Background: an optimization exercise with open tools, aiming at small area and a short achievable clock period. Do not read the settings as production practice.
Power figures rest on the tool's default switching activity, not on a simulated workload.

## processor
module processor (clk, reset, imem_addr, imem_data, dmem_addr, dmem_wdata, dmem_we, dmem_re, dmem_rdata);
For scale: about 2900 cells after synthesis, about 120 I/O pins.
clock: 8.5 ns
lec_check: 0
cap_margin: 20
core_margin: 2
core_utilization: 40
setup_slack_margin: 5.0
slew_margin: 20
synth_hierarchical: 1
synth_minimum_keep_size: 0
run.sh (not shown) runs the stock make flow with config.mk's settings and CLKGATE_MAP_FILE= SYNTH_SCRIPT=/design/flow/synth_recipe.tcl, a recipe that flattens the netlist after the stock synthesis.
Then changed:
--- a/flow/design.v
+++ b/flow/design.v
@@ -12,12 +12,13 @@
 	reg        pc_tk;	 
 	reg        pc_tk_o;	 
 	wire [31:0] pc = pc_tk ? {20'd0, pc_t} : pc_p;
 	reg [31:0] rf [0:15];
 	reg        ex_ld, ex_st, ex_wr, ex_fw, ex_jal;
 	reg [31:0] ex_a, ex_b;
+	reg [31:0] ex_pc1;	 
 	reg [3:0]  ex_dst;
 	reg        ex_add, ex_ykeep, ex_yinv, ex_cin;	 
 	reg        ex_shl, ex_shr, ex_asr, ex_lch;	 
 	reg [3:0]  ex_tlo, ex_thi;	 
 	reg        ex_one;	 
 	reg        ex_hold;	 
@@ -105,31 +106,38 @@
 	wire wr = is_alu | is_lit | is_ld | is_jal;
 	wire [31:0] ex_res;
 	wire [31:0] pc_p1 = pc_p + 32'd1;
 	wire [12:0] pc_t1 = {1'b0, pc_t} + 13'd1;
 	wire [31:0] pc1 = pc_tk ? {19'd0, pc_t1} : pc_p1;
 	wire [31:0] imm = {{16{I[15]}}, I[15:0]};
-	wire [15:0] dec_a = 16'd1 << ra_idx;
-	wire [15:0] dec_b = 16'd1 << rb_idx;
-	wire fa_ex = ~is_jmp & ex_fw & (ex_dst == ra_idx);
-	wire fa_wb = ~is_jmp & ~fa_ex & wb_fw & (wb_dst == ra_idx);
-	wire fb_ex = ~is_lit & ex_fw & (ex_dst == rb_idx);
-	wire fb_wb = ~is_lit & ~fb_ex & wb_fw & (wb_dst == rb_idx);
-	wire [15:0] sa = dec_a & {16{~(fa_ex | fa_wb)}};
-	wire [15:0] sb = dec_b & {16{~(is_lit | fb_ex | fb_wb)}};
+	wire [15:0] d74 = 16'd1 << I[7:4];
+	wire [15:0] d30 = 16'd1 << I[3:0];
+	wire [15:0] d1916 = 16'd1 << I[19:16];
+	wire [15:0] d1512 = 16'd1 << I[15:12];
+	wire ca74 = is_alu | is_st;
+	wire [15:0] dec_a = (d74 & {16{ca74}}) | (d30 & {16{is_ld}}) | (d1916 & {16{is_lit}}) | (d1512 & {16{is_jmp}});
+	wire [15:0] dec_b = d30;
+	wire [15:0] m_ex = {16{ex_fw}} & (16'd1 << ex_dst);
+	wire [15:0] m_wb = {16{wb_fw}} & (16'd1 << wb_dst) & ~m_ex;
+	wire fa_ex = ~is_jmp & |(dec_a & m_ex);
+	wire fa_wb = ~is_jmp & |(dec_a & m_wb);
+	wire fb_ex = ~is_lit & |(d30 & m_ex);
+	wire fb_wb = ~is_lit & |(d30 & m_wb);
+	wire [15:0] sa = dec_a & ~({16{~is_jmp}} & (m_ex | m_wb));
+	wire [15:0] sb = d30 & ~({16{is_lit}} | m_ex | m_wb);
 	wire [31:0] a_rd, b_rd;
 	genvar gi;
 	generate
 		for (gi = 0; gi < 32; gi = gi + 1) begin : rd
 			wire [15:0] col = {rf[15][gi], rf[14][gi], rf[13][gi], rf[12][gi], rf[11][gi], rf[10][gi], rf[9][gi], rf[8][gi],
 			                   rf[7][gi], rf[6][gi], rf[5][gi], rf[4][gi], rf[3][gi], rf[2][gi], rf[1][gi], rf[0][gi]};
 			sel_or17 ua ({fa_wb, sa}, {wb_val[gi], col}, a_rd[gi]);
 			sel_or18 ub ({is_lit, fb_wb, sb}, {imm[gi], wb_val[gi], col}, b_rd[gi]);
 		end
 	endgenerate
-	wire [31:0] a_in = is_jal ? pc1 : fa_ex ? ex_res : a_rd;
+	wire [31:0] a_in = fa_ex ? ex_res : a_rd;
 	wire [31:0] b_in = fb_ex ? ex_res : b_rd;
 	wire [31:0] A = ex_a, B = ex_b;
 	wire [31:0] Y = (B & {32{ex_ykeep}}) ^ {32{ex_yinv}};
 	wire [31:0] ag = A & Y;
 	wire [31:0] ap = A ^ Y;
 	wire [31:0] g0 = {ag[31:1], ag[0] | (ap[0] & ex_cin)};
@@ -258,16 +266,17 @@
 			fl_q <= fl;
 			f0_q <= f0;
 			f5_q <= f5;
 		end
 		ex_a <= a_in;
 		ex_b <= b_in;
+		ex_pc1 <= pc1;
 		ex_dst <= dst;
 		pc_tk <= tk_next;
 		wb_val <= ex_res;
-		wb_pc <= ex_a;
+		wb_pc <= ex_pc1;
 		wb_dst <= ex_dst;
 		if (wb_wr)
 			rf[wb_dst] <= wb_jal ? wb_pc : wb_val;
 	end
 	assign imem_addr = pc_tk_o ? pc_t[9:0] : pc_p[9:0];
 	assign dmem_addr = ex_a[9:0];
Outcome: The new run completed without violations; wire length goes up by a few percent; hold slack gets worse by 0.11 ns; critical path depth came out lower by 2; die area rises by a few percent; flip-flop and latch count grows by 32; worst setup slack is better by 0.16 ns; area after synthesis came out higher by a few percent; final area came out higher by a few percent; via count grows by a few percent; combinational power went down by about a fifth.
Function was not checked in any run of this note: the RTL went through the layout flow alone.

-- static timing again, ports no longer ideal --
How much do the figures lean on ideal ports? The routed layouts below were timed once more, with nothing changed but the port constraints.
Step 1 (the two cells are an assumption about what drives the block):
set clk [get_ports {clk}]
set_driving_cell -lib_cell sky130_fd_sc_hd__clkbuf_16 $clk
set_driving_cell -lib_cell sky130_fd_sc_hd__buf_2 [delete_from_list [all_inputs] $clk]
Step 2 times the ports against the registers' clock, not the clock port: input delays grow and output delays shrink by t, the midpoint of the rising clock arrivals with the driver on.
a / b / c = ideal / step 1 / step 2; a / b = the first two.
| run | t, ns | slack for setup (ns) | worst setup path after step 2 | latest minus earliest clock arrival (ns) | worst register clock-pin slew, ns |
|---|---|---|---|---|---|
| the first run | 0.674 | 4.058 / 4.020 / 3.345 | input to register | 0.039 / 0.039 | 0.07 / 0.07 |
| the second run | 0.716 | 4.214 / 4.239 / 3.524 | input to register | 0.034 / 0.035 | 0.07 / 0.07 |
After both steps setup and hold are still met in every run listed. The setup slack of the first run, which loses most, moves by -0.038 ns with the drivers and by -0.713 ns with both steps.
